From an optimization exercise on the open Yosys and OpenROAD flow, aimed at small area; shortcuts taken in it are not production practice.
The RTL was checked by simulation tests, not by an equivalence proof against the original design.
Power figures rest on the tool's default switching activity, not on a simulated workload.

## P
==> module max_fp_2input, before the edit <==
module max_fp_2input #(parameter DATA_WIDTH = 32)(o_sel, i_data_a, i_data_b, i_sel_a, i_sel_b, i_data_1);
input 	[DATA_WIDTH-1:0] 	i_data_a;
input 	[DATA_WIDTH-1:0] 	i_data_b;
input 							i_sel_a;
input 							i_sel_b;
input 	[DATA_WIDTH-1:0] 	i_data_1;    
output 							o_sel;
wire [DATA_WIDTH-1:0] na;
genvar i;
generate
	for (i = 0; i < DATA_WIDTH; i = i + 1) begin : opsel
		nmux2_cell Op (.a0(i_data_a[i]), .a1(i_data_b[i]), .s0(i_sel_a), .s1(i_sel_b), .y(na[i]));
	end
endgenerate
wire [DATA_WIDTH-1:0] lt;
assign lt[1] = na[0] & i_data_1[0];
generate
	for (i = 1; i < DATA_WIDTH-1; i = i + 1) begin : chain
		maj3_cell Borrow (.a(na[i]), .b(i_data_1[i]), .c(lt[i]), .y(lt[i+1]));
	end
endgenerate
assign o_sel = lt[DATA_WIDTH-1] ? ~i_data_1[DATA_WIDTH-1] : ~na[DATA_WIDTH-1];
endmodule
==> module max_pooling2x2, before the edit <==
module max_pooling2x2 
	#(	parameter DATA_WIDTH = 32,
		parameter IMAGE_WIDTH = 28)
	(	clk,
		rst_n,
		i_valid,
		i_data,
		o_data,
		o_valid
	);
input 							clk;
input 							rst_n;
input 							i_valid;
input 	[DATA_WIDTH-1:0] 	i_data;
output 	[DATA_WIDTH-1:0] 	o_data;
output 							o_valid;
localparam NB = IMAGE_WIDTH/2;
wire col_odd, row_odd;
lines_buffer_maxpool #(.IMAGE_WIDTH(IMAGE_WIDTH)) Position (
	.clk(clk), .rst_n(rst_n), .i_valid(i_valid),
	.col_odd(col_odd), .row_odd(row_odd), .o_valid(o_valid));
reg [DATA_WIDTH-1:0] R [0:NB-1];
wire take;
max_fp_2input #(.DATA_WIDTH(DATA_WIDTH)) Max (take, R[NB-1], R[0], ~col_odd, col_odd, i_data);
wire pick_new = col_odd | ~row_odd | take;
wire load0 = i_valid & (~col_odd | take);
wire shift = i_valid & ~col_odd;
wire [DATA_WIDTH-1:0] next0;
genvar k;
generate
	for (k = 0; k < DATA_WIDTH; k = k + 1) begin : in_mux
		mux2_cell Sel (.a0(R[NB-1][k]), .a1(i_data[k]), .s0(~pick_new), .s1(pick_new), .y(next0[k]));
	end
endgenerate
always @(posedge clk)
	if (load0) R[0] <= next0;
generate
	for (k = 1; k < NB; k = k + 1) begin : chain
		always @(posedge clk)
			if (shift) R[k] <= R[k-1];
	end
endgenerate
assign o_data = R[0];
endmodule
clock: 30.0 ns
lec_check: 0
cap_margin: 0
core_margin: 2
core_utilization: 70
slew_margin: 0
synth_hierarchical: 1
synth_minimum_keep_size: 0
standard.sh (not shown) runs the stock make flow with config.mk's settings and CLKGATE_MAP_FILE= SYNTH_SCRIPT=/design/flow/synth_recipe.tcl, a recipe that flattens the netlist after the stock synthesis.
==> flow/flow/run.sh <==
#!/bin/bash
# Own layout flow: the standard synthesis, then every combinational cell
# set to its smallest drive strength (placement repair sizes up what needs
# it), then the standard layout with minimum-size port buffers and a
# clock tree built from fewer, larger clusters.
set -euo pipefail
LIB=$FLOW_HOME/platforms/$FLOW_PLATFORM/lib/sky130_fd_sc_hd__tt_025C_1v80.lib
RES=orfs/results/$FLOW_PLATFORM/max_pooling2x2/base

bash standard.sh synth > synth.log 2>&1
python3 flow/downsize.py "$LIB" $RES/1_2_yosys.v > downsize.log 2>&1

export BUFFER_PORTS_ARGS="-buffer_cell sky130_fd_sc_hd__buf_1"
export CTS_ARGS="-sink_clustering_enable -repair_clock_nets -sink_clustering_size 30 -sink_clustering_max_diameter 100 -buf_list sky130_fd_sc_hd__buf_12 -sink_clustering_buffer sky130_fd_sc_hd__buf_12 -tree_buf sky130_fd_sc_hd__clkbuf_4 -root_buf sky130_fd_sc_hd__clkbuf_4 -dont_use_dummy_load"
bash standard.sh finish > layout.log 2>&1
Other scripts of this flow, unchanged in this note and not shown: flow/flow/downsize.py
Here is what was changed in the inputs of Q compared with P.
-- flow/design.v --
<<< P, line 1
module max_fp_2input #(parameter DATA_WIDTH = 32)(o_sel, i_data_a, i_data_b, i_sel_a, i_sel_b, i_data_1);
input 	[DATA_WIDTH-1:0] 	i_data_a;
input 	[DATA_WIDTH-1:0] 	i_data_b;
>>> Q, line 1
module max_fp_2input #(parameter DATA_WIDTH = 32)(o_sel, i_data_a, i_data_b, i_sel_a, i_sel_b, i_data_1, o_na);
input 	[DATA_WIDTH-1:0] 	i_data_a;
input 	[DATA_WIDTH-1:0] 	i_data_b;
<<< P, line 6
input 	[DATA_WIDTH-1:0] 	i_data_1;    
output 							o_sel;
wire [DATA_WIDTH-1:0] na;
genvar i;
generate
>>> Q, line 6
input 	[DATA_WIDTH-1:0] 	i_data_1;    
output 							o_sel;
output 	[DATA_WIDTH-1:0] 	o_na;
wire [DATA_WIDTH-1:0] na;
assign o_na = na;
genvar i;
generate
<<< P, line 30
module mux2_cell (input a0, input a1, input s0, input s1, output y);
assign y = (s1 & a1) | (s0 & a0);
endmodule
module lines_buffer_maxpool
>>> Q, line 32
module mux2_cell (input a0, input a1, input s0, input s1, output y);
assign y = (s1 & a1) | (s0 & a0);
endmodule
module load_cell (input na, input d, input t1, input t2, output y);
assign y = (d & t1) | (~na & ~t2);
endmodule
module lines_buffer_maxpool
<<< P, line 84
	.clk(clk), .rst_n(rst_n), .i_valid(i_valid),
	.col_odd(col_odd), .row_odd(row_odd), .o_valid(o_valid));
reg [DATA_WIDTH-1:0] R [0:NB-1];
wire take;
max_fp_2input #(.DATA_WIDTH(DATA_WIDTH)) Max (take, R[NB-1], R[0], ~col_odd, col_odd, i_data);
wire pick_new = col_odd | ~row_odd | take;
wire load0 = i_valid & (~col_odd | take);
wire shift = i_valid & ~col_odd;
wire [DATA_WIDTH-1:0] next0;
genvar k;
generate
	for (k = 0; k < DATA_WIDTH; k = k + 1) begin : in_mux
		mux2_cell Sel (.a0(R[NB-1][k]), .a1(i_data[k]), .s0(~pick_new), .s1(pick_new), .y(next0[k]));
	end
endgenerate
always @(posedge clk)
	if (load0) R[0] <= next0;
generate
	for (k = 1; k < NB; k = k + 1) begin : chain
		always @(posedge clk)
			if (shift) R[k] <= R[k-1];
	end
endgenerate
>>> Q, line 89
	.clk(clk), .rst_n(rst_n), .i_valid(i_valid),
	.col_odd(col_odd), .row_odd(row_odd), .o_valid(o_valid));
reg  [DATA_WIDTH-1:0] R [0:NB-1];
wire use_tail = i_valid & ~col_odd;
wire [DATA_WIDTH-1:0] na;    
wire take;                   
max_fp_2input #(.DATA_WIDTH(DATA_WIDTH)) Max (take, R[0], R[NB-1], ~use_tail, use_tail, i_data, na);
wire take_v = i_valid & (take | ~(col_odd | row_odd));
wire [DATA_WIDTH-1:0] next0;
wire shift = use_tail;
wire [DATA_WIDTH-1:0] next [1:NB-1];
genvar k, j;
generate
	for (k = 0; k < DATA_WIDTH; k = k + 1) begin : in_sel
		load_cell Sel (.na(na[k]), .d(i_data[k]), .t1(take_v), .t2(take_v), .y(next0[k]));
	end
	for (j = 1; j < NB; j = j + 1) begin : chain
		for (k = 0; k < DATA_WIDTH; k = k + 1) begin : bits
			mux2_cell Hold (.a0(R[j][k]), .a1(R[j-1][k]), .s0(~shift), .s1(shift), .y(next[j][k]));
		end
	end
endgenerate
always @(posedge clk)
	R[0] <= next0;
generate
	for (j = 1; j < NB; j = j + 1) begin : regs
		always @(posedge clk)
			R[j] <= next[j];
	end
endgenerate
Results
Q against P: max-slew headroom at the worst pin went up, floorplan die area -5.7%, final period demand of the worst path shows an increase of 1240 ps, number of standard-cell rows in the floorplan lower. Worst setup margin was lower in the run labelled Q. Non-clock buffer count: Q and P compared, lower one is P. When the final numbers for Q and P were put side by side, the multi-input gate share of the layout cell area turned out to be smaller in P. Overall power: Q worse than P. Q finished end to end and its layout was clean on timing, DRC and antenna.

[port drivers added, routing unchanged]
The results above use ideal ports. As a check the final layouts listed here were re-extracted and re-timed, cells and wires unchanged.
Step 1, drivers: a clkbuf_16 drives clk and a buf_2 each remaining input, both assumed.
Step 2 adds t to the input delays and takes it off the output delays; t is the mean of the earliest and latest rising clock arrival at the registers after step 1. Input paths then give back, and output paths get back, about the clock's delay inside the block.
Three values: no drivers, after step 1, after step 2; two values: the first two.
run	t (ns)	setup slack, ns	worst setup path at the end	latest minus earliest clock arrival (ns)
P	0.701	11.429 / 11.407 / 10.706	input to register	0.077 / 0.078
Q	0.707	10.186 / 10.208 / 9.501	input to register	0.077 / 0.076
After both steps every run listed still meets setup and hold. For P, which loses most, drivers alone change the setup slack by -0.022 ns; drivers and shift together by -0.723 ns.
